Background: an optimization exercise with open tools, aiming at a short achievable clock period and few clock cycles. Do not read the settings as production practice.
No functional check of the RTL was part of any run shown here.
No activity file was given, so power comes from the tool's default toggle rates.

$ cat flow/run.sh
#!/bin/bash
# synth_recipe.tcl (not shown) runs the flow's synth.tcl, then flattens the netlist and writes it again
# the make line also repeats each setting of config.mk as NAME=value (left out here)
make -C /OpenROAD-flow-scripts/flow DESIGN_CONFIG=/design/flow/config.mk WORK_HOME=/design/flow/orfs CLKGATE_MAP_FILE= SYNTH_SCRIPT=/design/flow/synth_recipe.tcl finish
$ cat flow/config.mk
export PLATFORM = sky130hd
export DESIGN_NAME = RV32core
export DESIGN_NICKNAME = RV32core
export VERILOG_FILES = /design/flow/design.v
export SDC_FILE = /design/flow/constraint.sdc
export NUM_CORES = 8
export LEC_CHECK = 0
export ABC_CLOCK_PERIOD_IN_PS = 3000
export CAP_MARGIN = 20
export CORE_MARGIN = 2
export CORE_UTILIZATION = 40
export SLEW_MARGIN = 20
$ cat flow/constraint.sdc
create_clock -name core_clock -period 17.0 [get_ports {clk}]
set_input_delay 3.4000 -clock core_clock [delete_from_list [all_inputs] [get_ports {clk}]]
set_output_delay 3.4000 -clock core_clock [all_outputs]
set_load 0.01 [all_outputs]
$ cat flow/design.v
`timescale 1ns / 1ps
module RV32core(
        input clk,   
        input rst,   
        output[31:0] imem_addr,
        input [31:0] imem_data,
        output[31:0] dmem_addr,
        output[31:0] dmem_wdata,
        output[3:0]  dmem_wstrb,
        input [31:0] dmem_rdata
    );
    localparam BI = 4;               
    localparam NB = 1 << BI;
    localparam HI = 6;               
    localparam NH = 1 << HI;
    localparam RD = 4;               
    localparam T_BR = 2'd0, T_JAL = 2'd1, T_RET = 2'd2, T_IND = 2'd3;
    reg [31:0] pc_f;
    reg        v_d;
    reg [31:0] ir_d, pc_d, ptgt_d;
    reg        pt_d;                 
    reg        bp_d;                 
    reg [HI-1:0] bi_d;               
    reg        v_e;
    reg [31:0] a_e, b_e, sd_e;       
    reg        a_m, a_w, b_m, b_w, s_m, s_w;     
    reg [10:0] alu_e;                
    reg [31:0] link_e, alt_e, ctgt_e, jcmp_e, pc_e;
    reg        br_e, jal_e, jalr_e, ret_e, ld_e, st_e, wen_e, pt_e;
    reg [5:0]  bc_e;                 
    reg [2:0]  f3_e;
    reg [4:0]  rd_e;
    reg [HI-1:0] bi_e;
    reg [31:0] res_m, wdata_m;
    reg [3:0]  wstrb_m;
    reg        ld_m, wen_m;
    reg [2:0]  f3_m;
    reg [4:0]  rd_m;
    reg [31:0] val_w;
    reg        wen_w;
    reg [4:0]  rd_w;
    reg [31:0] rf [1:31];
    reg          btb_v   [0:NB-1];
    reg [31:BI+2] btb_tag [0:NB-1];
    reg [31:0]   btb_tgt [0:NB-1];
    reg [1:0]    btb_typ [0:NB-1];
    reg [1:0]    bht     [0:NH-1];
    reg [31:0]   ras     [0:RD-1];
    reg [1:0]    ras_sp;             
    assign imem_addr = pc_f;
    wire [BI-1:0] bx_f = pc_f[BI+1:2];
    wire [HI-1:0] hx_f = pc_f[HI+1:2];
    wire hit_f = btb_v[bx_f] && btb_tag[bx_f] == pc_f[31:BI+2];
    wire [1:0] typ_f = btb_typ[bx_f];
    wire bp_f = bht[hx_f][1];
    wire taken_f = hit_f && (typ_f != T_BR || bp_f);
    wire [31:0] ras_top = ras[ras_sp];
    wire [31:0] tgt_f = typ_f == T_RET ? ras_top : btb_tgt[bx_f];
    wire [31:0] pc4_f = pc_f + 32'd4;
    wire [6:0] op = ir_d[6:0];
    wire [2:0] f3 = ir_d[14:12];
    wire [4:0] rd = ir_d[11:7], rs1 = ir_d[19:15], rs2 = ir_d[24:20];
    wire is_lui   = v_d && op == 7'b0110111;
    wire is_auipc = v_d && op == 7'b0010111;
    wire is_jal   = v_d && op == 7'b1101111;
    wire is_jalr  = v_d && op == 7'b1100111;
    wire is_br    = v_d && op == 7'b1100011;
    wire is_ld    = v_d && op == 7'b0000011;
    wire is_st    = v_d && op == 7'b0100011;
    wire is_opi   = v_d && op == 7'b0010011;
    wire is_op    = v_d && op == 7'b0110011;
    wire writes  = is_lui | is_auipc | is_jal | is_jalr | is_ld | is_opi | is_op;
    wire wen_d   = writes && rd != 5'd0;
    wire a_rs1   = is_op | is_opi | is_ld | is_st | is_br | is_jalr;
    wire b_rs2   = is_op | is_br;
    wire use1    = a_rs1;
    wire use2    = is_op | is_br | is_st;
    wire is_call = (is_jal | is_jalr) && (rd == 5'd1 || rd == 5'd5);
    wire is_ret  = is_jalr && rd == 5'd0 && (rs1 == 5'd1 || rs1 == 5'd5);
    wire [31:0] imm_i = {{20{ir_d[31]}}, ir_d[31:20]};
    wire [31:0] imm_s = {{20{ir_d[31]}}, ir_d[31:25], ir_d[11:7]};
    wire [31:0] imm_b = {{20{ir_d[31]}}, ir_d[7], ir_d[30:25], ir_d[11:8], 1'b0};
    wire [31:0] imm_u = {ir_d[31:12], 12'b0};
    wire [31:0] imm_j = {{12{ir_d[31]}}, ir_d[19:12], ir_d[20], ir_d[30:21], 1'b0};
    wire [31:0] pc4_d  = pc_d + 32'd4;
    wire [31:0] brt_d  = pc_d + imm_b;
    wire [31:0] jalt_d = pc_d + imm_j;
    wire [31:0] rf1 = rs1 == 5'd0 ? 32'd0 : rf[rs1];
    wire [31:0] rf2 = rs2 == 5'd0 ? 32'd0 : rf[rs2];
    wire [31:0] rv1 = (wen_w && rd_w == rs1) ? val_w : rf1;
    wire [31:0] rv2 = (wen_w && rd_w == rs2) ? val_w : rf2;
    wire stall_d = ld_e && rd_e != 5'd0 &&
                   ((use1 && rs1 == rd_e) || (use2 && rs2 == rd_e));
    wire m1 = wen_e && rd_e == rs1, w1 = wen_m && rd_m == rs1;
    wire m2 = wen_e && rd_e == rs2, w2 = wen_m && rd_m == rs2;
    wire ras_ok = 1'b1;
    wire id_jal  = is_jal && !pt_d;
    wire id_br   = is_br && !pt_d && bp_d;
    wire id_ret  = is_ret && !pt_d && ras_ok;
    wire id_bad  = pt_d && !(is_br | is_jal | is_jalr);
    wire [31:0] id_tgt = id_jal ? jalt_d : id_br ? brt_d : id_ret ? ras_top : pc4_d;
    wire [31:0] A  = a_m ? res_m : a_w ? val_w : a_e;
    wire [31:0] B  = b_m ? res_m : b_w ? val_w : b_e;
    wire [31:0] SD = s_m ? res_m : s_w ? val_w : sd_e;
    wire [31:0] sum  = A + B;
    wire [32:0] diff = {1'b0, A} - {1'b0, B};
    wire ltu = diff[32];
    wire lt  = (A[31] ^ B[31]) ? A[31] : diff[31];
    wire eq  = A == B;
    wire [4:0] sh = B[4:0];
    wire [31:0] r_sll = A << sh;
    wire [31:0] r_srl = A >> sh;
    wire [31:0] r_sra = $signed(A) >>> sh;
    wire [31:0] res_e =
        {32{alu_e[0]}}  & sum |
        {32{alu_e[1]}}  & diff[31:0] |
        {32{alu_e[2]}}  & (A & B) |
        {32{alu_e[3]}}  & (A | B) |
        {32{alu_e[4]}}  & (A ^ B) |
        {32{alu_e[5]}}  & r_sll |
        {32{alu_e[6]}}  & r_srl |
        {32{alu_e[7]}}  & r_sra |
        {32{alu_e[8]}}  & {31'd0, lt} |
        {32{alu_e[9]}}  & {31'd0, ltu} |
        {32{alu_e[10]}} & link_e;
    wire taken_e = bc_e[0] & eq | bc_e[1] & ~eq | bc_e[2] & lt | bc_e[3] & ~lt |
                   bc_e[4] & ltu | bc_e[5] & ~ltu;
    wire jhit_e = pt_e && A == jcmp_e;
    wire redirect_ex = br_e && (taken_e != pt_e) || jalr_e && !jhit_e;
    wire [31:0] jtgt_e = {sum[31:1], 1'b0};
    wire [31:0] tgt_ex = jalr_e ? jtgt_e : alt_e;
    wire redirect_id = !redirect_ex && !stall_d && (id_jal | id_br | id_ret | id_bad);
    wire [3:0] strb_e = f3_e[1] ? 4'b1111 :
                        f3_e[0] ? (4'b0011 << sum[1:0]) : (4'b0001 << sum[1:0]);
    wire [31:0] wd_e = f3_e[1] ? SD : f3_e[0] ? {2{SD[15:0]}} : {4{SD[7:0]}};
    assign dmem_addr  = res_m;
    assign dmem_wdata = wdata_m;
    assign dmem_wstrb = wstrb_m;
    wire [15:0] ld_h = res_m[1] ? dmem_rdata[31:16] : dmem_rdata[15:0];
    wire [7:0]  ld_b = res_m[0] ? ld_h[15:8] : ld_h[7:0];
    wire [31:0] ld_v = f3_m[1] ? dmem_rdata :
                       f3_m[0] ? {{16{~f3_m[2] & ld_h[15]}}, ld_h} :
                                 {{24{~f3_m[2] & ld_b[7]}}, ld_b};
    wire [31:0] val_m = ld_m ? ld_v : res_m;
    integer i;
    always @(posedge clk or posedge rst) begin
        if (rst) begin
            pc_f <= 32'd0;
            v_d <= 1'b0;
            pt_d <= 1'b0;
        end else begin
            if (redirect_ex) pc_f <= tgt_ex;
            else if (stall_d) pc_f <= pc_f;
            else if (redirect_id) pc_f <= id_tgt;
            else if (taken_f) pc_f <= tgt_f;
            else pc_f <= pc4_f;
            if (redirect_ex || redirect_id) begin
                v_d <= 1'b0;
                pt_d <= 1'b0;
            end else if (!stall_d) begin
                v_d <= 1'b1;
                pt_d <= taken_f;
            end
        end
    end
    always @(posedge clk) begin
        if (!stall_d) begin
            ir_d <= imem_data;
            pc_d <= pc_f;
            ptgt_d <= tgt_f;
            bp_d <= bp_f;
            bi_d <= hx_f;
        end
    end
    wire go_e = !redirect_ex && !stall_d;
    wire pt_n = pt_d | id_br | id_ret;           
    wire [31:0] ptgt_n = pt_d ? ptgt_d : ras_top;
    always @(posedge clk or posedge rst) begin
        if (rst) begin
            v_e <= 1'b0;
            a_m <= 1'b0; a_w <= 1'b0; b_m <= 1'b0; b_w <= 1'b0; s_m <= 1'b0; s_w <= 1'b0;
            alu_e <= 11'd0;
            br_e <= 1'b0; jal_e <= 1'b0; jalr_e <= 1'b0; ret_e <= 1'b0;
            ld_e <= 1'b0; st_e <= 1'b0; wen_e <= 1'b0; pt_e <= 1'b0;
            bc_e <= 6'd0;
        end else if (!go_e) begin
            v_e <= 1'b0;
            a_m <= 1'b0; a_w <= 1'b0; b_m <= 1'b0; b_w <= 1'b0; s_m <= 1'b0; s_w <= 1'b0;
            alu_e <= 11'd0;
            br_e <= 1'b0; jal_e <= 1'b0; jalr_e <= 1'b0; ret_e <= 1'b0;
            ld_e <= 1'b0; st_e <= 1'b0; wen_e <= 1'b0; pt_e <= 1'b0;
            bc_e <= 6'd0;
        end else begin
            v_e <= v_d;
            a_m <= a_rs1 && m1;
            a_w <= a_rs1 && !m1 && w1;
            b_m <= b_rs2 && m2;
            b_w <= b_rs2 && !m2 && w2;
            s_m <= is_st && m2;
            s_w <= is_st && !m2 && w2;
            alu_e[0]  <= is_lui | is_auipc | is_ld | is_st |
                         (is_op & f3 == 3'd0 & ~ir_d[30]) | (is_opi & f3 == 3'd0);
            alu_e[1]  <= is_op & f3 == 3'd0 & ir_d[30];
            alu_e[2]  <= (is_op | is_opi) & f3 == 3'd7;
            alu_e[3]  <= (is_op | is_opi) & f3 == 3'd6;
            alu_e[4]  <= (is_op | is_opi) & f3 == 3'd4;
            alu_e[5]  <= (is_op | is_opi) & f3 == 3'd1;
            alu_e[6]  <= (is_op | is_opi) & f3 == 3'd5 & ~ir_d[30];
            alu_e[7]  <= (is_op | is_opi) & f3 == 3'd5 & ir_d[30];
            alu_e[8]  <= (is_op | is_opi) & f3 == 3'd2;
            alu_e[9]  <= (is_op | is_opi) & f3 == 3'd3;
            alu_e[10] <= is_jal | is_jalr;
            br_e <= is_br; jal_e <= is_jal; jalr_e <= is_jalr; ret_e <= is_ret;
            ld_e <= is_ld; st_e <= is_st; wen_e <= wen_d;
            pt_e <= pt_n;
            bc_e <= {is_br & f3 == 3'd7, is_br & f3 == 3'd6, is_br & f3 == 3'd5,
                     is_br & f3 == 3'd4, is_br & f3 == 3'd1, is_br & f3 == 3'd0};
        end
    end
    always @(posedge clk) begin
        a_e <= is_auipc ? pc_d : is_lui ? 32'd0 : rv1;
        b_e <= b_rs2 ? rv2 : is_st ? imm_s : (is_lui | is_auipc) ? imm_u : imm_i;
        sd_e <= rv2;
        link_e <= pc4_d;
        alt_e <= pt_n ? pc4_d : brt_d;
        ctgt_e <= is_jal ? jalt_d : brt_d;
        jcmp_e <= ptgt_n - imm_i;
        pc_e <= pc_d;
        f3_e <= f3;
        rd_e <= rd;
        bi_e <= bi_d;
    end
    always @(posedge clk or posedge rst) begin
        if (rst) begin
            wstrb_m <= 4'd0;
            ld_m <= 1'b0;
            wen_m <= 1'b0;
        end else begin
            wstrb_m <= st_e ? strb_e : 4'd0;
            ld_m <= ld_e;
            wen_m <= wen_e;
        end
    end
    always @(posedge clk) begin
        res_m <= res_e;
        wdata_m <= wd_e;
        f3_m <= f3_e;
        rd_m <= rd_e;
    end
    always @(posedge clk or posedge rst) begin
        if (rst) wen_w <= 1'b0;
        else wen_w <= wen_m;
    end
    always @(posedge clk) begin
        val_w <= val_m;
        rd_w <= rd_m;
    end
    always @(posedge clk) begin
        if (wen_w) rf[rd_w] <= val_w;
    end
    wire [BI-1:0] bx_e = pc_e[BI+1:2];
    wire btb_we = br_e && taken_e || jal_e || jalr_e;
    wire [1:0] typ_e = br_e ? T_BR : jal_e ? T_JAL : ret_e ? T_RET : T_IND;
    wire [31:0] btgt_e = jalr_e ? jtgt_e : ctgt_e;
    always @(posedge clk or posedge rst) begin
        if (rst) begin
            for (i = 0; i < NB; i = i + 1) btb_v[i] <= 1'b0;
            for (i = 0; i < NH; i = i + 1) bht[i] <= 2'b01;
            for (i = 0; i < RD; i = i + 1) ras[i] <= 32'd0;
            ras_sp <= 2'd0;
        end else begin
            if (btb_we) btb_v[bx_e] <= 1'b1;
            if (br_e) begin
                case (bht[bi_e])
                    2'b00: bht[bi_e] <= taken_e ? 2'b01 : 2'b00;
                    2'b01: bht[bi_e] <= taken_e ? 2'b10 : 2'b00;
                    2'b10: bht[bi_e] <= taken_e ? 2'b11 : 2'b01;
                    2'b11: bht[bi_e] <= taken_e ? 2'b11 : 2'b10;
                endcase
            end
            if (go_e && is_call) begin
                ras[ras_sp + 2'd1] <= pc4_d;
                ras_sp <= ras_sp + 2'd1;
            end else if (go_e && is_ret) begin
                ras_sp <= ras_sp - 2'd1;
            end
        end
    end
    always @(posedge clk) begin
        if (btb_we) begin
            btb_tag[bx_e] <= pc_e[31:BI+2];
            btb_tgt[bx_e] <= btgt_e;
            btb_typ[bx_e] <= typ_e;
        end
    end
endmodule
==> out/metrics.cfg, run 1 <==
[job]
cap_violations = 0

[clock_network]
cts_max_path_buffers = 4
cts-root-buf = clkbuf_16
htree_levels = 5
hold_buffers = 0
cts_inserted_buffers = 308
cts_resized = 0
clk_latency_ns = 0.92
post-cts-setup-buffers = 0
cts.clk_slew.worst_paths_ns = 0.06
cts_tree = built
clock_sinks = 2774

[global_routing]
grt_pass1_wl_um = 670000
grt_max_degree = 165
grt_overflow = 0
antenna_found_initial = 38
global_route.usage.total_pct = 28.2
grt_pass1_vias = 86700

[critical_path]
critical_path.max_fanout = 37
r2r-start = b_w
r2r_slack_ns = 7.71
cp-start-kind = flip-flop
worstPathRequired_ns = 17.78
arrival_ns = 10.07
reg2reg_to = btb_v[15]
end_kind = flip-flop
worstSetupPathType = reg2reg
r2r_cells = 25

[yosys]
async_reset_ff_share_pct = 12.5
syn-num-nets = 9600
avgSynthCellArea_um2 = 14.2
synth_edf_count = 2049
synthCells = 9343
syn_area_um2 = 132000
post_synth_num_cell_types = 102
ys_ff_latch = 2774
ys_seq_area_share_pct = 58.8
synth-main-ff-cell = edfxtp_1
synth_warnings = 4

[timing]
fin_setup_tns_ns = 0
maxSlewViolCount = 0
period_minus_slack_ns = 9.29
rsz0062_at_grt = no
fin_worst_skew_ns = 0.0516
final_hold_viol_count = 0
slew_headroom_pct = 14.9
fmax_mhz = 108
finalCritPeriodShare_pct = 54.6
finalSetupViolations = 0
tightest_slew_ns = 1.27

[finish]
final_cell_mix = edfxtp_1 (2049), mux4_2 (815), nand2_1 (708)
area_delta_synth_final_pct = 13.3
n_fill_cell = 29200
final_common_cell = edfxtp_1
fin_util_pct = 45.4
nets = 9737
drive_above_1_share_pct = 19.9

[die]
pin_count = 166
die_area_um2 = 336000
die_w_um = 579
die_height_um = 579
start_util_pct = 40.1
core_um2 = 330000
row_count = 211

[routing]
ant_nets = 0
vias_per_cell = 6.30
dr.pass1.iters = 6
drc = 0
drt_iter0_markers = 12300
vias = 88900
wl_per_cell_um = 34.1
postRouteWirelength_um = 482000

[outcome]
status = timing/DRC/antenna clean

[min_path]
min_to = f3_m[2]
hold_start = f3_e[2]
hold_path.class = reg2reg
hold_path_depth = 0

[power]
ir_drop_uv = 133
power.density_nw_per_um2 = 139
p_leak_nw = 52.9

[placement]
place_congestion = 0.992
dp_hpwl_um = 322000
port-buffer-count = 165

[how the worst max path moves through the flow]
stage / slack, ns / cells after the start / from / end
after floorplan: 4.11 / 1 / rst / a_m
after global placement: 7.82 / 24 / val_w[2] / btb_v[15]
after detailed placement: 7.93 / 25 / b_w / btb_v[15]
after CTS: 7.91 / 25 / b_w / btb_v[15]
after global routing: 7.47 / 25 / b_w / btb_v[15]
final: 7.71 / 25 / b_w / btb_v[15]
[area by class of cell]
| class | instances | area (µm²) | area share (%) |
|---|---|---|---|
| Clock inverter | 154 | 1640 | 1.09 |
| Multi-Input combinational cell | 5721 | 51600 | 34.4 |
| Clock buffer | 414 | 8460 | 5.64 |
| Antenna cell | 12 | 30.0 | 0.0200 |
| Tap cell | 4366 | 5460 | 3.64 |
| Timing Repair Buffer | 479 | 4080 | 2.72 |
| Inverter | 196 | 746 | 0.497 |
| Sequential cell | 2774 | 77900 | 52.0 |
[metrics by stage]
stage	power (mW)	std cells	cell area [µm²]	hold slack (ns)	setup WS, ns
global placement	14.1	13500	140000	0.312	7.82
finish	20.9	14100	150000	0.336	7.71
global route	21.5	14100	150000	0.344	7.47
floorplan	11.6	9343	132000	0.310	4.11
CTS	20.8	14100	150000	0.336	7.91
detailed placement	14.1	13500	140000	0.321	7.93
[flip-flops by register name, indices dropped and copies added (netlist names), 128 cells and up, named ones only]
register,cells
btb_tag,416
ras,128
btb_tgt,512
rf,992
bht,128
[worst max-delay path, cell delays in order, from the launching register on]
cell	delay, ns
dfrtp_2	0.34
buf_4	0.49
mux2i_1	0.26
o21a_2	0.14
buf_4	0.42
ha_1	0.45
inv_1	0.09
a21oi_1	0.11
o21ai_0	0.53
a31oi_1	0.24
a221oi_1	0.80
a2111oi_0	0.38
o31ai_1	0.59
a41o_1	0.28
a221oi_1	0.12
fa_1	0.49
mux2i_1	0.17
o21ai_0	0.13
a211oi_2	0.37
nand3_1	0.59
a211oi_4	0.41
buf_4	0.44
nor3_2	0.07
buf_4	0.30
buf_4	0.39
or2_2	0.36
[power by group]
| part | internal (mW) | switching (mW) | leakage, nW |
|---|---|---|---|
| Combinational | 1.91 | 3.63 | 21.3 |
| Clock | 3.89 | 2.84 | 4.94 |
| Sequential | 8.01 | 0.594 | 26.6 |
| Total | 13.8 | 7.07 | 52.9 |
[per-layer routing]
| layer | track usage (%) | vias to the layer above | wire, µm | share of wire [%] |
|---|---|---|---|---|
| li1 | - | 36800 | - | - |
| met1 | 37.7 | 46000 | 189000 | 39 |
| met5 | 0 | - | 156 | 0.032 |
| met3 | 6.33 | 1018 | 48200 | 10 |
| met2 | 42.9 | 5104 | 215000 | 45 |
| met4 | 14.9 | 18 | 30000 | 6.2 |
[cell families after synthesis]
group	after synthesis	share of synthesized area, %
muxes	1511	19.3
xor gates and xnor gates	259	1.71
buffers and inverters	848	2.60
DFF	2774	58.8
AOI/OAI and AO/OA	1880	9.34
adders and majority gates	191	1.84
and+or+nand+nor	1880	6.37
[synthesized netlist by cell type (95+ instances only)]
cell | count | area [µm²]
a211oi_1 | 131 | 983
a21oi_1 | 436 | 2180
buf_1 | 132 | 495
clkbuf_1 | 439 | 1650
dfrtp_1 | 282 | 7060
dfxtp_1 | 379 | 7590
edfxtp_1 | 2049 | 61500
ha_1 | 185 | 2310
inv_1 | 191 | 717
mux2_1 | 121 | 1360
mux2_2 | 103 | 1160
mux2i_1 | 472 | 4720
mux4_2 | 815 | 18400
nand2_1 | 708 | 2660
nand3_1 | 114 | 571
nor2_1 | 601 | 2260
o21a_1 | 95 | 713
o21ai_0 | 467 | 2340
xnor2_1 | 169 | 1480
==> run 2, diff against run 1 <==
--- a/flow/design.v
+++ b/flow/design.v
@@ -28,3 +28,3 @@
     reg [31:0] link_e, alt_e, ctgt_e, jcmp_e, pc_e;
-    reg        br_e, jal_e, jalr_e, ret_e, ld_e, st_e, wen_e, pt_e;
+    reg        br_e, jal_e, jalr_e, ret_e, call_e, ld_e, st_e, wen_e, pt_e;
     reg [5:0]  bc_e;                 
@@ -182,3 +182,3 @@
             alu_e <= 11'd0;
-            br_e <= 1'b0; jal_e <= 1'b0; jalr_e <= 1'b0; ret_e <= 1'b0;
+            br_e <= 1'b0; jal_e <= 1'b0; jalr_e <= 1'b0; ret_e <= 1'b0; call_e <= 1'b0;
             ld_e <= 1'b0; st_e <= 1'b0; wen_e <= 1'b0; pt_e <= 1'b0;
@@ -189,3 +189,3 @@
             alu_e <= 11'd0;
-            br_e <= 1'b0; jal_e <= 1'b0; jalr_e <= 1'b0; ret_e <= 1'b0;
+            br_e <= 1'b0; jal_e <= 1'b0; jalr_e <= 1'b0; ret_e <= 1'b0; call_e <= 1'b0;
             ld_e <= 1'b0; st_e <= 1'b0; wen_e <= 1'b0; pt_e <= 1'b0;
@@ -212,3 +212,3 @@
             alu_e[10] <= is_jal | is_jalr;
-            br_e <= is_br; jal_e <= is_jal; jalr_e <= is_jalr; ret_e <= is_ret;
+            br_e <= is_br; jal_e <= is_jal; jalr_e <= is_jalr; ret_e <= is_ret; call_e <= is_call;
             ld_e <= is_ld; st_e <= is_st; wen_e <= wen_d;
@@ -260,8 +260,27 @@
     end
-    wire [BI-1:0] bx_e = pc_e[BI+1:2];
-    wire btb_we = br_e && taken_e || jal_e || jalr_e;
-    wire [1:0] typ_e = br_e ? T_BR : jal_e ? T_JAL : ret_e ? T_RET : T_IND;
-    wire [31:0] btgt_e = jalr_e ? jtgt_e : ctgt_e;
+    reg          u_btb, u_br, u_tk, rst_q;
+    reg [BI-1:0] u_bx;
+    reg [HI-1:0] u_hx;
+    reg [31:BI+2] u_tag;
+    reg [31:0]   u_tgt;
+    reg [1:0]    u_typ;
     always @(posedge clk or posedge rst) begin
         if (rst) begin
+            u_btb <= 1'b0; u_br <= 1'b0;
+        end else begin
+            u_btb <= br_e && taken_e || jal_e || jalr_e;
+            u_br <= br_e;
+        end
+    end
+    always @(posedge clk) begin
+        rst_q <= rst;
+        u_tk <= taken_e;
+        u_bx <= pc_e[BI+1:2];
+        u_hx <= bi_e;
+        u_tag <= pc_e[31:BI+2];
+        u_tgt <= jalr_e ? jtgt_e : ctgt_e;
+        u_typ <= br_e ? T_BR : jal_e ? T_JAL : ret_e ? T_RET : T_IND;
+    end
+    always @(posedge clk) begin
+        if (rst_q) begin
             for (i = 0; i < NB; i = i + 1) btb_v[i] <= 1'b0;
@@ -271,15 +290,15 @@
         end else begin
-            if (btb_we) btb_v[bx_e] <= 1'b1;
-            if (br_e) begin
-                case (bht[bi_e])
-                    2'b00: bht[bi_e] <= taken_e ? 2'b01 : 2'b00;
-                    2'b01: bht[bi_e] <= taken_e ? 2'b10 : 2'b00;
-                    2'b10: bht[bi_e] <= taken_e ? 2'b11 : 2'b01;
-                    2'b11: bht[bi_e] <= taken_e ? 2'b11 : 2'b10;
+            if (u_btb) btb_v[u_bx] <= 1'b1;
+            if (u_br) begin
+                case (bht[u_hx])
+                    2'b00: bht[u_hx] <= u_tk ? 2'b01 : 2'b00;
+                    2'b01: bht[u_hx] <= u_tk ? 2'b10 : 2'b00;
+                    2'b10: bht[u_hx] <= u_tk ? 2'b11 : 2'b01;
+                    2'b11: bht[u_hx] <= u_tk ? 2'b11 : 2'b10;
                 endcase
             end
-            if (go_e && is_call) begin
-                ras[ras_sp + 2'd1] <= pc4_d;
+            if (call_e) begin
+                ras[ras_sp + 2'd1] <= link_e;
                 ras_sp <= ras_sp + 2'd1;
-            end else if (go_e && is_ret) begin
+            end else if (ret_e) begin
                 ras_sp <= ras_sp - 2'd1;
@@ -289,6 +308,6 @@
     always @(posedge clk) begin
-        if (btb_we) begin
-            btb_tag[bx_e] <= pc_e[31:BI+2];
-            btb_tgt[bx_e] <= btgt_e;
-            btb_typ[bx_e] <= typ_e;
+        if (u_btb) begin
+            btb_tag[u_bx] <= u_tag;
+            btb_tgt[u_bx] <= u_tgt;
+            btb_typ[u_bx] <= u_typ;
         end
==> flow/flow/run.sh (new file) <==
#!/bin/bash
# Layout: the standard ORFS flow, with timing repair asked to leave
# SETUP_SLACK_MARGIN ns of setup slack at the design's clock period.
set -euo pipefail
MARGIN=${MARGIN:-12.8}
bash standard.sh synth > synth.log 2>&1
bash standard.sh SETUP_SLACK_MARGIN=$MARGIN finish > layout.log 2>&1
==> flow/standard.sh (new file) <==
#!/bin/bash
# synth_recipe.tcl (not shown) runs the flow's synth.tcl, then flattens the netlist and writes it again
# the make line also repeats each setting of config.mk as NAME=value (left out here)
make -C /OpenROAD-flow-scripts/flow DESIGN_CONFIG=/design/flow/config.mk WORK_HOME=/design/flow/orfs CLKGATE_MAP_FILE= SYNTH_SCRIPT=/design/flow/synth_recipe.tcl "${@:-finish}"
--- a/flow/config.mk
+++ b/flow/config.mk
@@ -7,3 +7,3 @@
 export LEC_CHECK = 0
-export ABC_CLOCK_PERIOD_IN_PS = 3000
+export ABC_CLOCK_PERIOD_IN_PS = 4000
 export CAP_MARGIN = 20
removed: flow/run.sh
==> out/metrics.cfg, run 2 <==
[yosys]
synth_compound_area_share_pct = 7.65  ; -1.7 points
async_reset_ff_share_pct = 2.64  ; -9.8 points
post_synth_num_cell_types = 92  ; -9.8%
synth_top_area_share_pct = 51.7  ; +5.2 points
syn_area_um2 = 134000  ; +1.1%
netlist_top_cells_area = edfxtp_1 (52%), mux4_2 (15%), dfxtp_1 (7.0%), mux2i_1 (3.4%), nor2_1 (2.1%)
synth_warnings = 1  ; -3
synth_fa_ha_area_share_pct = 1.71  ; -0.12 points
ys_ff_latch = 2845  ; +2.6%
avgSynthCellArea_um2 = 14.5  ; +2.6%
yosysTopAreaCell = edfxtp_1
synth.most_common_cell = edfxtp_1
synth-simple-area-share_pct = 6.69  ; +0.32 points
syn-num-nets = 9453  ; -1.5%
ys_seq_area_share_pct = 60.1  ; +1.3 points
synth-main-ff-cell = edfxtp_1
synth_top_family_by_area = multiplexers
synth_mux_area_share_pct = 19.5  ; +0.18 points
synth_xor_area_share_pct = 1.69  ; -0.025 points
synthCells = 9208  ; -1.4%
synth_common_cells = edfxtp_1 (2305), mux4_2 (900), nor2_1 (752)
synth_edf_count = 2305  ; +12%

[finish]
top_register = rf
largest_reg_flops = 992  ; unchanged
final_cell_mix = edfxtp_1 (2305), mux4_2 (900), nor2_1 (685)
reg_top3 = rf x992, btb_tgt x512, btb_tag x416
nets = 9853  ; +1.2%
n_fill_cell = 28500  ; -2.2%
area_delta_synth_final_pct = 18.0
final_common_cell = edfxtp_1
fin_util_pct = 47.4  ; +2.0 points
drive_above_1_share_pct = 27.7  ; +7.8 points

[power]
power.total_mw = 21.8  ; +4.6%
p_leak_nw = 54.8  ; +3.6%
ir_drop_uv = 129  ; -3.1%
power.density_nw_per_um2 = 138  ; -0.71%

[critical_path]
cp-start-kind = flip-flop
cp_cell_sequence = buf_4 -> bufbuf_16 -> mux2i_1 -> o21a_2 -> ha_1 -> clkinv_1 -> o21a_1 -> o21ai_0 -> a32o_1 -> a31o_4 -> o21ai_4 -> a221o_1 -> a21oi_2 -> o21ba_4 -> fa_2 -> mux2i_1 -> and3_4 -> and4_4 -> o31ai_4 -> buf_6 -> buf_12 -> buf_16 -> or3_1 -> o211a_1
end_kind = flip-flop
critical_path.max_fanout = 16  ; -57%
worstPathRequired_ns = 17.82  ; +0.04 ns
critPathSlowestCell = ha_1
cp_top_family = compound AO/OA/AOI/OAI gates
worst_path_largest_cell_delay_ns = 0.48  ; -0.32 ns
crit_top_cell = mux2i_1
worstSetupPathType = reg2reg
critical_path_buf_inv_count = 6  ; unchanged
arrival_ns = 6.46  ; -3.61 ns

[die]
pin_count = 166  ; unchanged
start_util_pct = 40.2  ; +0.053 points
die_area_um2 = 339000  ; +1.1%
row_count = 212  ; +0.47%
die_w_um = 582  ; +0.54%
core_um2 = 333000  ; +0.96%
die_height_um = 582  ; +0.54%

[timing]
rsz0062_at_grt = yes
maxSlewViolCount = 0  ; unchanged
tightest_slew_ns = 1.37  ; +0.108 ns
layout_setup_ws_ns = 11.36  ; +3.65 ns
fmax_mhz = 177  ; +65%
finalCritPeriodShare_pct = 33.2  ; -21 points
fin_setup_tns_ns = 0  ; unchanged
slew_headroom_pct = 7.16  ; -7.8 points
final_hold_viol_count = 0  ; unchanged
fin_worst_skew_ns = 0.0730  ; +0.0214 ns
period_minus_slack_ns = 5.64  ; -3.65 ns
finalSetupViolations = 0  ; unchanged
hold_slack_ns = 0.312  ; -0.0244 ns

[routing]
wl_per_cell_um = 36.1  ; +5.8%
ant_nets = 0  ; unchanged
drc = 0  ; unchanged
met2WireLength_um = 233000  ; +8.3%
dr.pass1.iters = 8  ; +2
vias = 91500  ; +2.8%
postRouteWirelength_um = 515000  ; +7.0%
dr.max_layer_used = met5
drt_iter0_markers = 12600  ; +2.9%
met1_length_um = 193000  ; +2.4%
vias_per_cell = 6.41  ; +1.7%
wl_met3_um = 53300  ; +10%

[global_routing]
global_route.usage.total_pct = 29.6  ; +1.5 points
grt_pass1_vias = 88700  ; +2.3%
grt_pass1_wl_um = 707000  ; +5.5%
antenna_found_initial = 50  ; +32%
grt_overflow = 0  ; unchanged
grt_max_degree = 121  ; -27%

[outcome]
status = timing/DRC/antenna clean

[placement]
dp_hpwl_um = 329000  ; +2.1%
place_congestion = 1.01  ; +1.9%
pre_cts_slack_ns = 9.75  ; +1.82 ns
port-buffer-count = 165  ; unchanged

[clock_network]
cts_inserted_buffers = 308  ; unchanged
clock_sinks = 2845  ; +2.6%
htree_levels = 5  ; unchanged
cts_tree = built
hold_buffers = 0  ; unchanged
cts-root-buf = clkbuf_16
cts.clk_slew.worst_paths_ns = 0.06  ; about the same
clk_latency_ns = 0.95  ; +0.03 ns
cts_max_path_buffers = 4  ; unchanged

[min_path]
hold_path.class = reg2reg

[job]
cap_violations = 0  ; unchanged

## run 2: cell types whose count changed after synthesis, moves of 64 or more
cell      before   now
o21ai_0      467   266
edfxtp_1    2049  2305
nor2_1       601   752
mux4_2       815   900
dfxtp_1      379   465
dfrtp_1      282    75
dfstp_2       64     0
nand2_1      708   601
mux2_1       121     4
## run 2: cell type report
type | count | area, µm² | share of cell area (%)
Antenna cell | 22 | 55.1 | 0.0349
Clock buffer | 408 | 8490 | 5.37
Clock inverter | 153 | 1740 | 1.10
Inverter | 253 | 991 | 0.627
Multi-Input combinational cell | 5461 | 52500 | 33.2
Sequential cell | 2845 | 80700 | 51.1
Tap cell | 4387 | 5490 | 3.48
Timing Repair Buffer | 739 | 8010 | 5.07
## run 2: power breakdown
| part | total (mW) | switching [mW] | leakage (nW) | internal (mW) |
|---|---|---|---|---|
| Clock | 6.87 | 2.87 | 4.98 | 3.99 |
| Combinational | 5.96 | 3.65 | 23.5 | 2.31 |
| Sequential | 9.01 | 0.672 | 26.3 | 8.34 |
## run 2: final timing paths
| kind | startpoint | end | slack [ns] | cells past startpoint |
|---|---|---|---|---|
| worst min register to register | pc_e[9] | u_tag[9] | 0.31 | 0 |
| worst max register to register | a_w | pc_f[10] | 11.36 | 24 |
| min in group asynchronous | rst | pc_f[11] | 3.18 | 3 |
| worst max-delay path | a_w | pc_f[10] | 11.36 | 24 |
| worst min-delay path | pc_e[9] | u_tag[9] | 0.31 | 0 |
| max in group asynchronous | rst | s_m | 12.89 | 4 |
## run 2: timing repair
action,CTS,global route
hold endpoints to repair,0,0
cloned,30,6
endpoints found under the setup margin,527,335
pin swaps,72,81
gates resized for setup,1046,233
setup buffers,197,71
## run 2: per-layer routing
metal  GRT usage, %  vias up
met2           45.4     5756
met3           6.81     1366
li1               -    36900
met5              0        -
met1           38.7    47500
met4           17.4       24
## run 2: kinds of logic after synthesis
group | count (synthesis)
muxes | 1469
buffers and inverters | 906
adders and majority gates | 180
and+or+nand+nor | 2004
AOI/OAI and AO/OA | 1546
DFF | 2845
xor gates and xnor gates | 258
## run 2: per-stage QoR
stage               instance area, µm²  cells
detailed placement              141000  13400
CTS                             156000  14200
global route                    158000  14300
floorplan                       134000   9208
global placement                141000  13400
finish                          158000  14300
==> run 3, diff against run 2 <==
--- a/flow/design.v
+++ b/flow/design.v
@@ -29,3 +29,4 @@
     reg        br_e, jal_e, jalr_e, ret_e, call_e, ld_e, st_e, wen_e, pt_e;
-    reg [5:0]  bc_e;                 
+    reg [5:0]  mc_e;                 
+    reg        jx_e, jc_e;           
     reg [2:0]  f3_e;
@@ -105,6 +106,34 @@
     wire [31:0] sum  = A + B;
-    wire [32:0] diff = {1'b0, A} - {1'b0, B};
-    wire ltu = diff[32];
-    wire lt  = (A[31] ^ B[31]) ? A[31] : diff[31];
+    wire [31:0] diff = A - B;
     wire eq  = A == B;
+    wire [30:0] c_lt0 = ~A[30:0] & B[30:0];
+    wire [30:0] c_eq0 = ~(A[30:0] ^ B[30:0]);
+    wire [15:0] c_lt1, c_eq1;
+    wire [7:0]  c_lt2, c_eq2;
+    wire [3:0]  c_lt3, c_eq3;
+    wire [1:0]  c_lt4, c_eq4;
+    genvar g;
+    generate
+        for (g = 0; g < 15; g = g + 1) begin : cmp1
+            assign c_lt1[g] = c_lt0[2*g+1] | c_eq0[2*g+1] & c_lt0[2*g];
+            assign c_eq1[g] = c_eq0[2*g+1] & c_eq0[2*g];
+        end
+        for (g = 0; g < 8; g = g + 1) begin : cmp2
+            assign c_lt2[g] = c_lt1[2*g+1] | c_eq1[2*g+1] & c_lt1[2*g];
+            assign c_eq2[g] = c_eq1[2*g+1] & c_eq1[2*g];
+        end
+        for (g = 0; g < 4; g = g + 1) begin : cmp3
+            assign c_lt3[g] = c_lt2[2*g+1] | c_eq2[2*g+1] & c_lt2[2*g];
+            assign c_eq3[g] = c_eq2[2*g+1] & c_eq2[2*g];
+        end
+        for (g = 0; g < 2; g = g + 1) begin : cmp4
+            assign c_lt4[g] = c_lt3[2*g+1] | c_eq3[2*g+1] & c_lt3[2*g];
+            assign c_eq4[g] = c_eq3[2*g+1] & c_eq3[2*g];
+        end
+    endgenerate
+    assign c_lt1[15] = c_lt0[30];
+    assign c_eq1[15] = c_eq0[30];
+    wire lt_lo = c_lt4[1] | c_eq4[1] & c_lt4[0];
+    wire ltu = ~A[31] & B[31] | ~(A[31] ^ B[31]) & lt_lo;
+    wire lt  = A[31] & ~B[31] | ~(A[31] ^ B[31]) & lt_lo;
     wire [4:0] sh = B[4:0];
@@ -125,9 +154,11 @@
         {32{alu_e[10]}} & link_e;
-    wire taken_e = bc_e[0] & eq | bc_e[1] & ~eq | bc_e[2] & lt | bc_e[3] & ~lt |
-                   bc_e[4] & ltu | bc_e[5] & ~ltu;
-    wire jhit_e = pt_e && A == jcmp_e;
-    wire redirect_ex = br_e && (taken_e != pt_e) || jalr_e && !jhit_e;
+    wire mis_br = mc_e[0] & eq | mc_e[1] & ~eq | mc_e[2] & lt | mc_e[3] & ~lt |
+                  mc_e[4] & ltu | mc_e[5] & ~ltu;
+    wire taken_e = mis_br ^ pt_e;
+    wire redirect_ex = mis_br | jx_e | jc_e & (A != jcmp_e);
     wire [31:0] jtgt_e = {sum[31:1], 1'b0};
     wire [31:0] tgt_ex = jalr_e ? jtgt_e : alt_e;
-    wire redirect_id = !redirect_ex && !stall_d && (id_jal | id_br | id_ret | id_bad);
+    wire redirect_id0 = id_jal | id_br | id_ret | id_bad;
+    wire redirect_id = !redirect_ex && !stall_d && redirect_id0;
+    wire [31:0] pc_nx = stall_d ? pc_f : redirect_id0 ? id_tgt : taken_f ? tgt_f : pc4_f;
     wire [3:0] strb_e = f3_e[1] ? 4'b1111 :
@@ -151,7 +182,3 @@
         end else begin
-            if (redirect_ex) pc_f <= tgt_ex;
-            else if (stall_d) pc_f <= pc_f;
-            else if (redirect_id) pc_f <= id_tgt;
-            else if (taken_f) pc_f <= tgt_f;
-            else pc_f <= pc4_f;
+            pc_f <= redirect_ex ? tgt_ex : pc_nx;
             if (redirect_ex || redirect_id) begin
@@ -184,3 +211,3 @@
             ld_e <= 1'b0; st_e <= 1'b0; wen_e <= 1'b0; pt_e <= 1'b0;
-            bc_e <= 6'd0;
+            mc_e <= 6'd0; jx_e <= 1'b0; jc_e <= 1'b0;
         end else if (!go_e) begin
@@ -191,3 +218,3 @@
             ld_e <= 1'b0; st_e <= 1'b0; wen_e <= 1'b0; pt_e <= 1'b0;
-            bc_e <= 6'd0;
+            mc_e <= 6'd0; jx_e <= 1'b0; jc_e <= 1'b0;
         end else begin
@@ -215,4 +242,7 @@
             pt_e <= pt_n;
-            bc_e <= {is_br & f3 == 3'd7, is_br & f3 == 3'd6, is_br & f3 == 3'd5,
-                     is_br & f3 == 3'd4, is_br & f3 == 3'd1, is_br & f3 == 3'd0};
+            mc_e <= {is_br & (f3 == (pt_n ? 3'd6 : 3'd7)), is_br & (f3 == (pt_n ? 3'd7 : 3'd6)),
+                     is_br & (f3 == (pt_n ? 3'd4 : 3'd5)), is_br & (f3 == (pt_n ? 3'd5 : 3'd4)),
+                     is_br & (f3 == (pt_n ? 3'd0 : 3'd1)), is_br & (f3 == (pt_n ? 3'd1 : 3'd0))};
+            jx_e <= is_jalr & ~pt_n;
+            jc_e <= is_jalr & pt_n;
         end
--- a/flow/config.mk
+++ b/flow/config.mk
@@ -7,3 +7,3 @@
 export LEC_CHECK = 0
-export ABC_CLOCK_PERIOD_IN_PS = 4000
+export ABC_CLOCK_PERIOD_IN_PS = 1000
 export CAP_MARGIN = 20
==> out/metrics.cfg, run 3 <==
[critical_path]
arrival_ns = 1.75  ; -4.71 ns
cp-start-kind = flip-flop
worst_path_largest_cell_delay_ns = 0.54  ; +0.06 ns
end_kind = output pin
worstPathRequired_ns = 13.60  ; -4.22 ns
critPathSlowestCell = dfrtp_4
critical_path.max_fanout = 3  ; -13
worstSetupPathType = reg2out
cp_cell_sequence = buf_16 -> buf_6

[routing]
drc = 0  ; unchanged
vias = 91900  ; +0.50%
vias_per_cell = 6.28  ; -2.1%
postRouteWirelength_um = 533000  ; +3.3%
drt_iter0_markers = 11900  ; -6.3%
wl_per_cell_um = 36.4  ; +0.67%
ant_nets = 0  ; unchanged
dr.pass1.iters = 6  ; -2

[power]
power.density_nw_per_um2 = 136  ; -1.4%
power.total_mw = 22.0  ; +0.84%
p_leak_nw = 55.7  ; +1.6%
ir_drop_uv = 116  ; -10%

[clock_network]
htree_levels = 5  ; unchanged
cts_max_path_buffers = 4  ; unchanged
clk_latency_ns = 0.96  ; about the same
cts.clk_slew.worst_paths_ns = 0.06  ; about the same
hold_buffers = 0  ; unchanged
clock_sinks = 2847  ; +0.070%
cts-root-buf = clkbuf_16
cts_tree = built
cts_inserted_buffers = 313  ; +1.6%

[timing]
period_minus_slack_ns = 5.15  ; -0.493 ns
final_hold_viol_count = 0  ; unchanged
maxSlewViolCount = 0  ; unchanged
tightest_slew_ns = 1.12  ; -0.250 ns
finalCritPeriodShare_pct = 30.3  ; -2.9 points
fin_worst_skew_ns = 0.0656  ; -0.00738 ns
fin_setup_tns_ns = 0  ; unchanged
fmax_mhz = 194  ; +9.6%
hold_slack_ns = 0.320  ; +0.00825 ns
finalSetupViolations = 0  ; unchanged
rsz0062_at_grt = yes
slew_headroom_pct = 24.8  ; +18 points

[job]
cap_violations = 0  ; unchanged

[yosys]
async_reset_ff_share_pct = 2.70  ; +0.068 points
ys_seq_area_share_pct = 59.6  ; -0.49 points
synth_top_area_share_pct = 51.3  ; -0.46 points
yosysTopAreaCell = edfxtp_1
syn_area_um2 = 135000  ; +0.89%
syn-num-nets = 9628  ; +1.9%
synth_warnings = 1  ; unchanged
ys_ff_latch = 2847  ; +0.070%
netlist_top_cells_area = edfxtp_1 (51%), mux4_2 (15%), dfxtp_1 (6.9%), mux2i_1 (3.3%), nor2_1 (2.1%)
post_synth_num_cell_types = 92  ; unchanged
synth_common_cells = edfxtp_1 (2305), mux4_2 (915), nor2_1 (763)
synth.most_common_cell = edfxtp_1
synth_edf_count = 2305  ; unchanged
synthCells = 9352  ; +1.6%
synth-main-ff-cell = edfxtp_1
avgSynthCellArea_um2 = 14.4  ; -0.66%

[finish]
final_common_cell = edfxtp_1
seq_area_um2 = 80800  ; about the same
reg_top3 = rf x992, btb_tgt x512, btb_tag x416
nets = 10100  ; +2.8%
n_fill_cell = 28900  ; +1.4%
area_delta_synth_final_pct = 19.6
largest_reg_flops = 992  ; unchanged
drive_above_1_share_pct = 29.4  ; +1.7 points
top_register = rf
fin_util_pct = 48.0  ; +0.61 points
multi_input_area_um2 = 54800  ; +4.5%
final_cell_mix = edfxtp_1 (2305), mux4_2 (915), nor2_1 (693)

[min_path]
hold_path.class = reg2reg

[die]
row_count = 213  ; +0.47%
die_height_um = 585  ; +0.44%
pin_count = 166  ; unchanged
die_area_um2 = 342000  ; +0.88%
core_um2 = 336000  ; +0.95%
start_util_pct = 40.1  ; about the same
die_w_um = 585  ; +0.44%

[global_routing]
grt_pass1_wl_um = 728000  ; +2.9%
antenna_found_initial = 44  ; -12%
grt_pass1_vias = 90500  ; +2.0%
grt_overflow = 0  ; unchanged
grt_max_degree = 126  ; +4.1%
global_route.usage.total_pct = 30.5  ; +0.87 points

[placement]
place_congestion = 0.978  ; -3.3%
port-buffer-count = 165  ; unchanged
dp_hpwl_um = 340000  ; +3.4%

[outcome]
status = timing/DRC/antenna clean

-- run 3: area by class of cell --
class	instances	area share [%]
Sequential cell	2847	50.0
Antenna cell	21	0.0325
Clock buffer	422	5.34
Tap cell	4515	3.50
Inverter	257	0.619
Timing Repair inverter	1	0.00465
Clock inverter	155	1.08
Multi-Input combinational cell	5592	34.0
Timing Repair Buffer	838	5.48
-- run 3: timing repair --
item,4_1_cts,5_1_grt
pin swaps,120,102
cloned,24,2
buffers inserted,291,72
resized for setup,1247,213
setup endpoints to repair,571,270
-- run 3: metal layers --
layer | vias to the layer above | GRT usage, % | part of all wire (%)
li1 | 37600 | - | -
met4 | 28 | 17.8 | 6.9
met1 | 47800 | 39.3 | 38
met5 | - | 0 | 0.036
met3 | 1268 | 6.34 | 9.1
met2 | 5186 | 47.8 | 46
-- run 3: logic make-up after synthesis --
family	Yosys count	synth area share, %
AO/OA/AOI/OAI	1608	7.79
XOR/XNOR	228	1.48
adder cells (fa/ha/maj)	211	1.98
buffers and inverters	916	2.66
flip-flops	2847	59.6
multiplexers	1486	19.6
AND/OR/NAND/NOR	2056	6.90
-- run 3: path summary, 6_finish.rpt --
check	depth (start not counted)	start	endpoint	slack [ns]
max reg2reg	13	a_w	pc_f[25]	11.93
min	0	bi_e[0]	u_hx[0]	0.32
min reg2reg	0	bi_e[0]	u_hx[0]	0.32
max	2	pc_f[2]	imem_addr[2]	11.85
min in group asynchronous	2	rst	pc_f[15]	3.44
max in group asynchronous	3	rst	a_m	12.83
-- run 3: worst max-delay path, delay by kind of cell (launching register included) --
family | cells | cell delay, ns
DFF | 1 | 0.54
buffers and inverters | 2 | 0.27
-- run 3: through the flow --
step | worst slack (ns) | std cells | area [µm²]
finish | 11.85 | 14600 | 162000
detailed placement | 10.10 | 13700 | 143000
global placement | 10.13 | 13700 | 143000
global route | 11.82 | 14600 | 161000
CTS | 11.82 | 14600 | 160000
floorplan | 11.75 | 9352 | 136000
-- run 3: power by group --
part	internal, mW	switching, mW	leakage [nW]
combinational	2.33	3.63	24.4
clock	3.99	2.93	5.03
sequential	8.40	0.758	26.2
total	14.7	7.31	55.7
==> run 4, diff against run 3 <==
--- a/flow/design.v
+++ b/flow/design.v
@@ -13,4 +13,6 @@
     localparam NB = 1 << BI;
-    localparam HI = 6;               
+    localparam HI = 5;               
     localparam NH = 1 << HI;
+    localparam LH = 5;               
+    localparam NP = 1 << LH;
     localparam RD = 4;               
@@ -47,6 +49,13 @@
     reg [1:0]    btb_typ [0:NB-1];
-    reg [1:0]    bht     [0:NH-1];
+    reg [LH-1:0] dh      [0:NH-1];   
+    reg          dp      [0:NH-1];   
+    reg [7:0]    lp_tag  [0:NH-1];
+    reg [4:0]    lp_trip [0:NH-1];   
+    reg [4:0]    lp_cnt  [0:NH-1];   
+    reg          lp_conf [0:NH-1];
+    reg [1:0]    pht     [0:NP-1];
     reg [31:0]   ras     [0:RD-1];
     reg [1:0]    ras_sp;             
-    assign imem_addr = pc_f;
+    reg [31:0] pc_o, res_o;
+    assign imem_addr = pc_o;
     wire [BI-1:0] bx_f = pc_f[BI+1:2];
@@ -55,3 +64,3 @@
     wire [1:0] typ_f = btb_typ[bx_f];
-    wire bp_f = bht[hx_f][1];
+    wire bp_f = dp[hx_f];
     wire taken_f = hit_f && (typ_f != T_BR || bp_f);
@@ -166,3 +175,3 @@
     wire [31:0] wd_e = f3_e[1] ? SD : f3_e[0] ? {2{SD[15:0]}} : {4{SD[7:0]}};
-    assign dmem_addr  = res_m;
+    assign dmem_addr  = res_o;
     assign dmem_wdata = wdata_m;
@@ -274,2 +283,4 @@
     always @(posedge clk) begin
+        pc_o <= rst ? 32'd0 : redirect_ex ? tgt_ex : pc_nx;
+        res_o <= rst ? 32'd0 : res_e;
         res_m <= res_e;
@@ -293,2 +304,3 @@
     reg [HI-1:0] u_hx;
+    reg [7:0]    u_ltag;
     reg [31:BI+2] u_tag;
@@ -309,2 +321,3 @@
         u_hx <= bi_e;
+        u_ltag <= pc_e[HI+9:HI+2];
         u_tag <= pc_e[31:BI+2];
@@ -313,2 +326,32 @@
     end
+    wire [LH-1:0] d_h  = dh[u_hx];
+    wire [1:0]    d_c  = pht[d_h];
+    wire [1:0]    d_c1 = u_tk ? (d_c == 2'b11 ? 2'b11 : d_c + 2'd1) :
+                                (d_c == 2'b00 ? 2'b00 : d_c - 2'd1);
+    wire [LH-1:0] d_h1 = {d_h[LH-2:0], u_tk};
+    wire          d_pn = d_h1 == d_h ? d_c1[1] : pht[d_h1][1];
+    wire          l_hit  = lp_tag[u_hx] == u_ltag;
+    wire [4:0]    l_cnt0  = l_hit ? lp_cnt[u_hx] : 5'd0;
+    wire [4:0]    l_trip0 = l_hit ? lp_trip[u_hx] : 5'd0;
+    wire          l_conf0 = l_hit & lp_conf[u_hx];
+    wire [5:0]    l_run   = {1'b0, l_cnt0} + 6'd1;       
+    reg  [4:0]    l_cnt1, l_trip1;
+    reg           l_conf1;
+    always @(*) begin
+        if (u_tk) begin
+            if (l_cnt0 == 5'd31) begin
+                l_cnt1 = 5'd0; l_trip1 = 5'd0; l_conf1 = 1'b0;
+            end else begin
+                l_cnt1 = l_cnt0 + 5'd1; l_trip1 = l_trip0; l_conf1 = l_conf0;
+            end
+        end else begin
+            l_cnt1 = 5'd0;
+            if (l_run == {1'b0, l_trip0}) begin
+                l_trip1 = l_trip0; l_conf1 = 1'b1;
+            end else begin
+                l_trip1 = l_run[4:0]; l_conf1 = 1'b0;
+            end
+        end
+    end
+    wire          l_pred = {1'b0, l_cnt1} + 6'd1 < {1'b0, l_trip1};
     always @(posedge clk) begin
@@ -316,3 +359,11 @@
             for (i = 0; i < NB; i = i + 1) btb_v[i] <= 1'b0;
-            for (i = 0; i < NH; i = i + 1) bht[i] <= 2'b01;
+            for (i = 0; i < NH; i = i + 1) begin
+                dh[i] <= {LH{1'b0}};
+                dp[i] <= 1'b0;
+                lp_tag[i] <= 8'd0;
+                lp_trip[i] <= 5'd0;
+                lp_cnt[i] <= 5'd0;
+                lp_conf[i] <= 1'b0;
+            end
+            for (i = 0; i < NP; i = i + 1) pht[i] <= 2'b01;
             for (i = 0; i < RD; i = i + 1) ras[i] <= 32'd0;
@@ -322,8 +373,9 @@
             if (u_br) begin
-                case (bht[u_hx])
-                    2'b00: bht[u_hx] <= u_tk ? 2'b01 : 2'b00;
-                    2'b01: bht[u_hx] <= u_tk ? 2'b10 : 2'b00;
-                    2'b10: bht[u_hx] <= u_tk ? 2'b11 : 2'b01;
-                    2'b11: bht[u_hx] <= u_tk ? 2'b11 : 2'b10;
-                endcase
+                pht[d_h] <= d_c1;
+                dh[u_hx] <= d_h1;
+                lp_tag[u_hx] <= u_ltag;
+                lp_trip[u_hx] <= l_trip1;
+                lp_cnt[u_hx] <= l_cnt1;
+                lp_conf[u_hx] <= l_conf1;
+                dp[u_hx] <= l_conf1 ? l_pred : d_pn;
             end
==> out/metrics.cfg, run 4 <==
[routing]
postRouteWirelength_um = 635000  ; +19%
drc = 0  ; unchanged
ant_nets = 0  ; unchanged
drt_iter0_markers = 16700  ; +41%
wl_per_cell_um = 35.2  ; -3.2%
vias = 114000  ; +24%
dr.pass1.iters = 6  ; unchanged
vias_per_cell = 6.32  ; +0.72%

[yosys]
post_synth_num_cell_types = 107  ; +16%
avgSynthCellArea_um2 = 14.6  ; +0.91%
synth-main-ff-cell = edfxtp_1
synth_edf_count = 3041  ; +32%
netlist_top_cells_area = edfxtp_1 (54%), mux4_2 (14%), dfxtp_1 (6.3%), mux2i_1 (3.3%), nor2_1 (2.9%)
yosysTopAreaCell = edfxtp_1
synth_common_cells = edfxtp_1 (3041), nor2_1 (1307), mux4_2 (1060)
ys_seq_area_share_pct = 61.6  ; +2.0 points
synth_top_area_share_pct = 54.1  ; +2.9 points
syn-num-nets = 11900  ; +23%
synth.most_common_cell = edfxtp_1
syn_area_um2 = 169000  ; +25%
synthCells = 11600  ; +24%
async_reset_ff_share_pct = 2.11  ; -0.59 points
synth_warnings = 1  ; unchanged
ys_ff_latch = 3647  ; +28%

[placement]
dp_hpwl_um = 390000  ; +15%
pre_cts_slack_ns = 7.80  ; -2.30 ns
port-buffer-count = 165  ; unchanged
place_inst = 16700  ; +23%
dpl-instance-area_um2 = 177000  ; +24%
place_congestion = 0.977  ; about the same

[timing]
finalSetupViolations = 0  ; unchanged
layout_setup_ws_ns = 11.14  ; -0.711 ns
tightest_slew_ns = 1.25  ; +0.123 ns
finalCritPeriodShare_pct = 34.5  ; +4.2 points
period_minus_slack_ns = 5.86  ; +0.711 ns
fmax_mhz = 171  ; -12%
final_hold_viol_count = 0  ; unchanged
fin_worst_skew_ns = 0.0831  ; +0.0174 ns
rsz0062_at_grt = yes
hold_slack_ns = 0.286  ; -0.0339 ns
slew_headroom_pct = 16.0  ; -8.8 points
maxSlewViolCount = 0  ; unchanged
fin_setup_tns_ns = 0  ; unchanged

[global_routing]
grt_pass1_wl_um = 869000  ; +19%
global_route.usage.total_pct = 28.8  ; -1.7 points
grt_overflow = 0  ; unchanged
grt_pass1_vias = 111000  ; +22%
grt_max_degree = 129  ; +2.4%
antenna_found_initial = 63  ; +43%

[critical_path]
cp_top_family = compound AO/OA/AOI/OAI gates
critical_path_buf_inv_count = 8  ; +6
r2r-start = u_hx[0]
cp-start-kind = flip-flop
worstSetupPathType = reg2reg
r2r_slack_ns = 11.14  ; -0.79 ns
critPathSlowestCell = dfxtp_4
critical_path.max_fanout = 8  ; +5
reg2reg_to = dp[31]
arrival_ns = 6.69  ; +4.94 ns
worstPathRequired_ns = 17.83  ; +4.23 ns
r2r_cells = 32  ; +19
worst_path_largest_cell_delay_ns = 0.39  ; -0.15 ns
end_kind = flip-flop

[finish]
finalInstanceArea_um2 = 203000  ; +25%
final_common_cell = edfxtp_1
area_delta_synth_final_pct = 20.2
final_cell_mix = edfxtp_1 (3041), nor2_1 (1110), mux4_2 (1060)
largest_reg_flops = 992  ; unchanged
top_register = rf
stdcell_count = 18000  ; +23%
fin_util_pct = 48.3  ; +0.24 points
n_fill_cell = 35400  ; +22%
seq_area_um2 = 104000  ; +29%
reg_top3 = rf x992, btb_tgt x512, btb_tag x416
drive_above_1_share_pct = 30.3  ; +0.94 points
nets = 12500  ; +23%
multi_input_area_um2 = 66200  ; +21%

[job]
cap_violations = 0  ; unchanged

[power]
ir_drop_uv = 211  ; +82%
p_leak_nw = 70.4  ; +27%
power.density_nw_per_um2 = 143  ; +5.0%
power.total_mw = 29.0  ; +32%

[clock_network]
cts_max_path_buffers = 4  ; unchanged
cts.clk_slew.worst_paths_ns = 0.06  ; about the same
cts_inserted_buffers = 385  ; +23%
cts_tree = built
cts-root-buf = clkbuf_16
clock_sinks = 3647  ; +28%
htree_levels = 5  ; unchanged
clk_latency_ns = 1.02  ; +0.06 ns

[die]
core_um2 = 420000  ; +25%
start_util_pct = 40.2  ; about the same
die_height_um = 653  ; +12%
pin_count = 166  ; unchanged
die_area_um2 = 427000  ; +25%
die_w_um = 653  ; +12%
row_count = 238  ; +12%

[min_path]
hold_path_depth = 0  ; unchanged
hold_path.class = reg2reg
min_to = u_tag[30]
hold_start = pc_e[30]

[outcome]
status = timing/DRC/antenna clean

[run 4: cell count changes in the layout (fill, tap and decap cells not counted), moves of 50 or more]
cell / before / now
o21ai_0: 203 / 278
edfxtp_1: 2305 / 3041
and3_1: 33 / 132
nor2_1: 693 / 1110
and2_1: 22 / 143
buf_6: 159 / 214
mux2i_1: 428 / 526
nor2_4: 54 / 187
a21oi_1: 431 / 366
buf_4: 477 / 539
o211ai_1: 109 / 59
mux4_2: 915 / 1060
clkbuf_16: 321 / 403
[run 4: worst register-to-register path, delay by kind of cell (launching register included)]
family          cells  cell delay (ns)
flops               1             0.39
buf+inv             8             1.25
compound gates      8             1.65
simple gates       11             1.50
fa+ha+maj           4             0.77
xor+xnor            1             0.12
[run 4: layout make-up]
cell class,instances,share of cell area [%]
clock inverters,211,0.973
flip-flops and latches,3647,51.4
well taps,5520,3.41
multi-input cells,6813,32.7
repair buffers,1048,5.83
clock buffers,501,5.16
inverters,268,0.554
repair inverters,1,0.00247
diodes,18,0.0222
[run 4: kinds of logic after synthesis]
family / count (synthesis) / synth area share (%)
flops: 3647 / 61.6
buf+inv: 1128 / 2.78
xor+xnor: 270 / 1.41
mux: 1739 / 18.3
fa+ha+maj: 226 / 1.70
compound gates: 1622 / 6.34
simple gates: 2944 / 7.92
[run 4: how the worst max path moves through the flow]
stage	slack [ns]	depth (start not counted)	to	start
finish	11.14	32	dp[31]	u_hx[0]
global route	11.00	30	dp[23]	u_hx[1]
CTS	11.18	32	dp[31]	u_hx[0]
detailed placement	7.80	25	dp[0]	u_hx[0]
global placement	7.75	26	dp[1]	u_hx[0]
floorplan	11.59	29	dp[16]	u_hx[0]
[run 4: what timing repair did]
item	CTS	global route
setup buffers	334	144
resized for setup	1468	604
gates cloned	63	18
pin swaps	176	187
hold endpoints to repair	0	0
endpoints found under the setup margin	1957	815
hold buffers	0	0
[run 4: power breakdown]
group	internal [mW]	total (mW)	switching, mW
Sequential	10.6	11.4	0.849
Combinational	3.75	9.21	5.46
Clock	4.71	8.36	3.66
Total	19.0	29.0	9.97
[run 4: per-layer routing]
layer	track usage [%]	part of all wire (%)	vias up	wire [µm]
li1	-	-	45900	-
met1	39.9	39	59200	248000
met2	42.9	44	7323	278000
met3	6.87	11	1489	71900
met4	13.4	5.7	32	36400
met5	0	0.038	-	241

what the ideal ports hide:
No port has a modelled driver above. Below, the same layouts with a new extraction and two added sets of constraints. Step 1: set_driving_cell puts a clkbuf_16 on clk and a buf_2 on each other input, an assumption about the parent block. Step 2, shift: input delay + t, output delay - t, t = (earliest + latest rising clock arrival at the registers) / 2. This alone moves slack from input paths to output paths. Slacks: no drivers / after step 1 / after step 2; pairs: no drivers / after step 1.
| run | t, ns | slack for setup (ns) | clock arrival spread, ns | worst slew at a driven data input, ns | pins driven straight from the clock port |
|---|---|---|---|---|---|
| run 1 | 1.006 | 7.712 / 7.712 / 7.712 | 0.055 / 0.055 | 0.09 | 1 |
| run 2 | 1.021 | 11.358 / 11.358 / 11.358 | 0.080 / 0.080 | 0.16 | 1 |
| run 3 | 1.033 | 11.851 / 11.741 / 11.880 | 0.066 / 0.066 | 0.15 | 1 |
| run 4 | 1.083 | 11.139 / 11.139 / 11.139 | 0.092 / 0.092 | 0.21 | 1 |
After both steps setup and hold are still met in every run listed. Setup slack includes reset recovery checks.
